Background: an optimization exercise with open tools, aiming at small area, a short achievable clock period and few clock cycles. Do not read the settings as production practice. The RTL was checked by simulation tests, not by an equivalence proof against the original design. Power figures rest on the tool's default switching activity, not on a simulated workload.

==> build 53 <==
## top_proc
module top_proc
             #(parameter INITIAL_PC = 32'h00400000)
              (input clk,rst,
               input [31:0] instr,
               input [31:0] dReadData,
               output [31:0] PC,
               output [31:0] dAddress,
               output [31:0] dWriteData,
               output MemWrite,MemRead);
==> module add13, before the edit <==
module add13(input [12:0] a, b, output [12:0] s, output c);
wire [12:0] G [0:4];
wire [12:0] P [0:4];
assign G[0] = a & b;
assign P[0] = a ^ b;
genvar l, i;
generate for (l = 0; l < 4; l = l + 1) begin : lv
  for (i = 0; i < 13; i = i + 1) begin : bt
    if (i >= (1 << l)) begin : pr
      assign G[l+1][i] = G[l][i] | (P[l][i] & G[l][i - (1 << l)]);
      assign P[l+1][i] = P[l][i] & P[l][i - (1 << l)];
    end else begin : pa
      assign G[l+1][i] = G[l][i];
      assign P[l+1][i] = P[l][i];
    end
  end
end endgenerate
assign s = P[0] ^ {G[4][11:0], 1'b0};
assign c = G[4][12];
endmodule
export LEC_CHECK = 0
export CAP_MARGIN = 20
export CORE_MARGIN = 2
export CORE_UTILIZATION = 40
export SLEW_MARGIN = 20
create_clock -name core_clock -period 12.0 [get_ports {clk}]
standard.sh (not shown) runs the stock make flow with config.mk's settings and CLKGATE_MAP_FILE= SYNTH_SCRIPT=/design/flow/synth_recipe.tcl, a recipe that flattens the netlist after the stock synthesis.
==> flow/flow/run.sh <==
#!/bin/bash
# Layout flow: the standard ORFS flow (standard.sh, with its synthesis
# script synth_recipe.tcl) with these changes to how the layout is made; the
# clock period and constraints are the design's.
#  - synthesis: no full/half-adder cell extraction (ADDER_MAP_FILE empty), and
#    the four small fetch modules (add13, pcnext, ipred, altsel) are mapped on their
#    own before the design is flattened, so the late instruction input stays
#    near the end of the next-PC logic; the registers are the same as the
#    standard synthesis's
#  - repair_timing asks for 8.3 ns of setup slack (more than the clock needs),
#    so it keeps improving the critical paths; cells may change footprint
#  - 60% core utilisation; clock tree sinks clustered by up to 25 within
#    100 um; port buffers are buf_2 cells
set -euo pipefail
bash standard.sh \
  ADDER_MAP_FILE= \
  "SYNTH_KEEP_MODULES=add13 pcnext ipred altsel" \
  SETUP_SLACK_MARGIN=8.3 \
  MATCH_CELL_FOOTPRINT=0 \
  CORE_UTILIZATION=60 \
  CTS_CLUSTER_SIZE=25 \
  CTS_CLUSTER_DIAMETER=100 \
  "BUFFER_PORTS_ARGS=-buffer_cell sky130_fd_sc_hd__buf_2" \
  finish > flow_standard.log 2>&1
==> inputs of build 13, as changes to build 53 <==
--- a/flow/design.v
+++ b/flow/design.v
@@ -81,6 +81,10 @@
      end
 end
 endmodule
+module pfx1(input gh, ph, gl, pl, output g, p);
+assign g = gh | (ph & gl);
+assign p = ph & pl;
+endmodule
 module add13(input [12:0] a, b, output [12:0] s, output c);
 wire [12:0] G [0:4];
 wire [12:0] P [0:4];
@@ -90,8 +94,8 @@
 generate for (l = 0; l < 4; l = l + 1) begin : lv
   for (i = 0; i < 13; i = i + 1) begin : bt
     if (i >= (1 << l)) begin : pr
-      assign G[l+1][i] = G[l][i] | (P[l][i] & G[l][i - (1 << l)]);
-      assign P[l+1][i] = P[l][i] & P[l][i - (1 << l)];
+      pfx1 C(.gh(G[l][i]), .ph(P[l][i]), .gl(G[l][i - (1 << l)]), .pl(P[l][i - (1 << l)]),
+             .g(G[l+1][i]), .p(P[l+1][i]));
     end else begin : pa
       assign G[l+1][i] = G[l][i];
       assign P[l+1][i] = P[l][i];
==> flow/flow/run.sh (replaced) <==
#!/bin/bash
# Layout flow: the standard ORFS flow (standard.sh, with its synthesis
# script synth_recipe.tcl) with these changes to how the layout is made; the
# clock period and constraints are the design's.
#  - synthesis: no full/half-adder cell extraction (ADDER_MAP_FILE empty), and
#    the small fetch modules (add13 and its pfx1 cells, pcnext, ipred, altsel)
#    are mapped on their own before the design is flattened, so the late
#    instruction input stays near the end of the next-PC logic; the registers
#    are the same as the standard synthesis's
#  - repair_timing asks for 8.4 ns of setup slack (more than the clock needs),
#    so it keeps improving the critical paths; cells may change footprint
#  - 60% core utilisation; clock tree sinks clustered
#    by up to 25 within 100 um; port buffers are buf_2 cells
set -euo pipefail
bash standard.sh \
  ADDER_MAP_FILE= \
  "SYNTH_KEEP_MODULES=add13 pcnext ipred altsel pfx1" \
  SETUP_SLACK_MARGIN=8.4 \
  MATCH_CELL_FOOTPRINT=0 \
  CORE_UTILIZATION=60 \
  CTS_CLUSTER_SIZE=25 \
  CTS_CLUSTER_DIAMETER=100 \
  "BUFFER_PORTS_ARGS=-buffer_cell sky130_fd_sc_hd__buf_2" \
  finish > flow_standard.log 2>&1
==> summary.txt <==
Outcome
  • Status: finished clean

Timing
  • Skew final: 0.0329 ns

Critical path
  • Worst r2r dst: D_P.bx_e[31]
  • R2R depth: 12
  • CP cell instances: buf_2
  • Critical path origin: D_P.PC[0]
  • Worst stage delay on the critical path: 0.48 ns

Drt
  • Via density: 7.81
  • WL per Instance: 38.3 um

Global route
  • Global-route wire length before repair: 366000 um

Cells and area
  • Buffers, non-clock: 432
  • # fillers: 8008
  • Logic inverters: 62

Placed design
  • Placer Congestion: 1.06

Power
  • PwrDens: 147 nW/um2
# the run above: build 13

==> summary.txt <==
Outcome
  • Status: finished clean

Drt
  • Via density: 7.80
  • WL per Instance: 38.3 um

Critical path
  • Critical path origin: instr[9]
  • R2R depth: 9
  • CP cell instances: buf_8, a22oi_2, a31oi_4, buf_6, o31ai_4, a21oi_2, maj3_2, xnor2_2, mux2_4
  • Worst stage delay on the critical path: 0.36 ns

Power
  • PwrDens: 147 nW/um2

Cells and area
  • Logic inverters: 63
  • # fillers: 8155

Global route
  • Global-route wire length before repair: 361000 um

Placed design
  • Placer Congestion: 1.03
# the run above: build 53

Testbench counts of build 53, summed over its fixed seeds: cycles 37,429.
Testbench counts of build 13, summed over its fixed seeds: cycles 37,429.

separate check: timing with driven ports:
The flow's constraints put no driver on any port. The routed layouts listed below were extracted and timed again, unchanged, in two steps. Step 1 assumes that a clkbuf_16 drives the clock port and a buf_2 every other input. Step 2 moves the port delays by t, midway between the first and last clock arrival at a register: inputs arrive t later, outputs are due t later. That takes back most of the time a late clock gives input paths. Three values: no drivers, after step 1, after step 2; two values: the first two.
| run | t (ns) | slack for setup (ns) | latest minus earliest clock arrival (ns) |
|---|---|---|---|
| build 53 | 0.753 | 8.155 / 8.170 / 7.417 | 0.049 / 0.050 |
| build 13 | 0.774 | 8.220 / 8.139 / 7.615 | 0.035 / 0.035 |
After both steps every run listed still meets setup and hold. The setup slack of build 53, which loses most, moves by +0.015 ns with the drivers and by -0.738 ns with both steps.
